This is an optimization exercise on Yosys and OpenROAD, whose aim is small area, not a production implementation. In this exercise RTL edits were held to simulation tests only and were not proved equivalent to the original. Power and IR drop assume default switching activity.

==> inputs of build 71 <==
## PROCESSOR
module PROCESSOR(input reset, clk, input [31:0] instr, output [31:0] pc,
                 output zero_flag, output [31:0] Write_data);
reg [4:0] pcq;
always @(posedge clk or posedge reset)
    if (reset) pcq <= 5'd0;
    else if (pcq >= 5'd21) pcq <= 5'd0;
    else pcq <= pcq + 5'd1;
assign pc = {25'b0, pcq, 2'b00};
wire [31:0] A, B, Ap, P, L;
wire [6:0] opcode = instr[6:0];
wire [4:0] rd  = instr[11:7];
wire [2:0] f3  = instr[14:12];
wire [4:0] rs1 = instr[19:15];
wire [4:0] rs2 = instr[24:20];
wire [6:0] f7  = instr[31:25];
wire [31:0] imm = {{20{instr[31]}}, instr[31:20]};
wire isR = (opcode == 7'b0110011);
wire isI = (opcode == 7'b0010011);
wire rSub  = isR & (f7 == 7'd0) & (f3 == 3'd1);
wire rMul  = isR & (f7 == 7'd0) & (f3 == 3'd2);
wire rShl  = isR & (f7 == 7'd1) & (f3 == 3'd0 | f3 == 3'd2);
wire rShr  = isR & (f7 == 7'd1) & (f3 == 3'd1 | f3 == 3'd3);
wire rSlt  = isR & (f7 == 7'd2) & (f3 == 3'd0);
wire rSgt  = isR & (f7 == 7'd2) & (f3 == 3'd1);
wire rXor  = isR & (f7 == 7'd3) & (f3 == 3'd0);
wire rAnd  = isR & (f7 == 7'd3) & (f3 == 3'd1);
wire rOr   = isR & (f7 == 7'd3) & (f3 == 3'd2);
wire rNand = isR & (f7 == 7'd3) & (f3 == 3'd3);
wire rNor  = isR & (f7 == 7'd3) & (f3 == 3'd4);
wire iSlt  = isI & (f3 == 3'd1);
wire iAnd  = isI & (f3 == 3'd2);
wire iOr   = isI & (f3 == 3'd3);
wire iXor  = isI & (f3 == 3'd4);
wire iShl  = isI & (f3 == 3'd5);
wire iShr  = isI & (f3 == 3'd6 | f3 == 3'd7);
wire opMul = rMul;
wire opShl = rShl | iShl;
wire opShr = rShr | iShr;
wire opSlt = rSlt | iSlt;
wire opSgt = rSgt;
wire opSub = rSub;
wire tXor = rXor | iXor, tAnd = rAnd | iAnd, tOr = rOr | iOr;
wire opLogic = tXor | tAnd | tOr | rNand | rNor;
wire opCmp = opSlt | opSgt;
wire opShift = opShl | opShr;
wire opAddLike = ~(opMul | opShift | opLogic);
wire yEn  = opAddLike & (isR | isI);
wire yInv = opSub | opCmp;
wire shBig = |B[31:5];
wire [3:0] lut = tXor  ? 4'b0110 :
                 tAnd  ? 4'b1000 :
                 tOr   ? 4'b1110 :
                 rNand ? 4'b0111 :
                 rNor  ? 4'b0001 : 4'b0000;
wire [3:0] wLo = 4'd1 << rd[1:0];
wire [7:0] wHi = 8'd1 << rd[4:2];
wire [31:0] we;  
reg [31:0] valid;
always @(posedge clk or posedge reset)
    if (reset) valid <= 32'd0;
  ...
==> flow/config.mk <==
export PLATFORM = sky130hd
export DESIGN_NAME = PROCESSOR
export DESIGN_NICKNAME = PROCESSOR
export VERILOG_FILES = /design/flow/design.v
export SDC_FILE = /design/flow/constraint.sdc
export NUM_CORES = 8
export LEC_CHECK = 0
export CAP_MARGIN = 20
export CORE_MARGIN = 2
export CORE_UTILIZATION = 45
export SETUP_SLACK_MARGIN = 0.2
export SLEW_MARGIN = 20
==> flow/constraint.sdc <==
create_clock -name core_clock -period 21.0 [get_ports {clk}]
set_input_delay 4.2000 -clock core_clock [delete_from_list [all_inputs] [get_ports {clk}]]
set_output_delay 4.2000 -clock core_clock [all_outputs]
set_load 0.01 [all_outputs]
standard.sh (not shown) runs the stock make flow with config.mk's settings and CLKGATE_MAP_FILE= SYNTH_SCRIPT=/design/flow/synth_recipe.tcl, a recipe that flattens the netlist after the stock synthesis.
==> flow/flow/run.sh <==
#!/bin/bash
# The standard layout flow with these changes:
# - synthesis: the design's c_<gate> leaf modules are mapped one-to-one onto the library cells
#   of the same function (flow/map_cells.tcl, run as ORFS's SYNTH_CANONICALIZE_TCL hook)
#   instead of being flattened and re-mapped by ABC;
# - floorplan: the constant outputs share one tie cell (SKIP_REPAIR_TIE_FANOUT);
# - placement: the buffer put on every input and output port is buf_1 instead of the
#   buffer_ports default;
# - clock tree: larger sink clusters driven by clkbuf_8/clkbuf_16, and no dummy loads.
set -euo pipefail
bash standard.sh SYNTH_CANONICALIZE_TCL="$PWD/flow/map_cells.tcl" \
  SKIP_REPAIR_TIE_FANOUT=1 \
  BUFFER_PORTS_ARGS="-buffer_cell sky130_fd_sc_hd__buf_1" \
  CTS_ARGS="-sink_clustering_enable -repair_clock_nets -buf_list {sky130_fd_sc_hd__clkbuf_8 sky130_fd_sc_hd__clkbuf_16} -sink_clustering_size 28 -sink_clustering_max_diameter 100 -dont_use_dummy_load" \
  finish > standard_flow.log 2>&1
==> flow/flow/map_cells.tcl <==
# Map the design's c_<gate> leaf modules one-to-one onto the sky130_fd_sc_hd cells of the same
# function and pin names, so that synthesis keeps them as they are.
foreach {c lib} {
  a222oi a222oi_1  a22oi a22oi_1  a21oi a21oi_1  o21ai o21ai_0
  or2 or2_0  and2 and2_1  and3 and3_1  and2s and2_4  and3s and3_4  nor3s nor3_2  mux2s mux2_4  inv2 inv_2  inv4 inv_4  a22os a22o_2  nand2 nand2_1  nand3 nand3_1  nand4 nand4_1  nor2 nor2_1  nor3 nor3_1  nor4 nor4_1
  inv inv_1  xor2 xor2_1  xnor2 xnor2_1  mux2 mux2_1  mux2i mux2i_1  mux4 mux4_2
  fa fa_1  ha ha_1
} {
  yosys chtype -map c_$c sky130_fd_sc_hd__$lib
}
yosys hierarchy -top $::env(DESIGN_NAME)
==> build 83: changes against build 71 <==
--- a/flow/flow/run.sh
+++ b/flow/flow/run.sh
@@ -4,5 +4,4 @@
 #   of the same function (flow/map_cells.tcl, run as ORFS's SYNTH_CANONICALIZE_TCL hook)
 #   instead of being flattened and re-mapped by ABC;
-# - floorplan: the constant outputs share one tie cell (SKIP_REPAIR_TIE_FANOUT);
 # - placement: the buffer put on every input and output port is buf_1 instead of the
 #   buffer_ports default;
@@ -10,5 +9,4 @@
 set -euo pipefail
 bash standard.sh SYNTH_CANONICALIZE_TCL="$PWD/flow/map_cells.tcl" \
-  SKIP_REPAIR_TIE_FANOUT=1 \
   BUFFER_PORTS_ARGS="-buffer_cell sky130_fd_sc_hd__buf_1" \
   CTS_ARGS="-sink_clustering_enable -repair_clock_nets -buf_list {sky130_fd_sc_hd__clkbuf_8 sky130_fd_sc_hd__clkbuf_16} -sink_clustering_size 28 -sink_clustering_max_diameter 100 -dont_use_dummy_load" \
==> results.txt <==
|  | build 71 | build 83 |
|---|---|---|
| Reported sequential group power | 2.59 mW | 2.60 mW |
| Slew margin rel. | 0.1704 | 0.2304 |
| Smallest hold slack | 0.5103 ns | 0.5109 ns |
| Count of clock buffers in the final design | 47 | 45 |
| Share of cell area taken by multi-input logic gates | 0.3808 | 0.3827 |
| # nets final | 3969 | 3984 |
| Placement Cell Area | 58280 um^2 | 58310 um^2 |
| Critical path data arrival time | 15.77 ns | 16.03 ns |
| Half-perimeter wire length after placement | 135900 um | 138400 um |
| Min Tclk post-route | 19.97 ns | 20.23 ns |
| Global Route met1 Usage | 0.4509 | 0.4438 |
| Routed wl met3 | 34680 um | 32930 um |
| Worst slack, placed | 1.387 ns | 0.8401 ns |
| Met2 routed WL | 95290 um | 99200 um |
| Non-Clock Buffer Area Fraction | 0.01140 | 0.01031 |
| Post-route cell area | 59480 um^2 | 59460 um^2 |
| Clock network area share | 0.01977 | 0.01894 |
| Number of diodes added for antenna fixing | 8 | 4 |
| Status | no timing/DRC/antenna violations | no timing/DRC/antenna violations |
| Max frequency | 50.08 MHz | 49.43 MHz |
| GR Layer Usage met2 | 0.4972 | 0.5266 |
| Routed length on met1 | 77860 um | 77210 um |
| Power share of the sequential group | 0.588 | 0.589 |
| Final cell count without fillers | 5345 | 5356 |
| Critical register-to-register path startpoint | valid[11] | valid[15] |

==> port drivers added, routing unchanged <==
How much do the figures lean on ideal ports? The routed layouts below were timed once more, with nothing changed but the port constraints.
Step 1 (the two cells are an assumption about what drives the block):
set clk [get_ports {clk}]
set_driving_cell -lib_cell sky130_fd_sc_hd__clkbuf_16 $clk
set_driving_cell -lib_cell sky130_fd_sc_hd__buf_2 [delete_from_list [all_inputs] $clk]
Step 2 also shifts input and output timing later by t, the mid clock arrival at the registers, as if the neighbouring blocks saw the same clock.
Three values: no drivers, after step 1, after step 2; two values: the first two.
run | t (ns) | setup slack, ns | worst hold slack (ns) | worst register clock-pin slew, ns | cell pins on the clock port's net
build 71 | 0.679 | 1.031 / 0.911 / 0.911 | 0.510 / 0.510 / 0.510 | 0.12 / 0.12 | 1
build 83 | 0.696 | 0.770 / 0.654 / 0.654 | 0.511 / 0.511 / 0.511 | 0.12 / 0.12 | 1
After both steps every run listed still meets setup and hold. The setup slack of build 71, which loses most, moves by -0.120 ns with the drivers and by -0.120 ns with both steps.
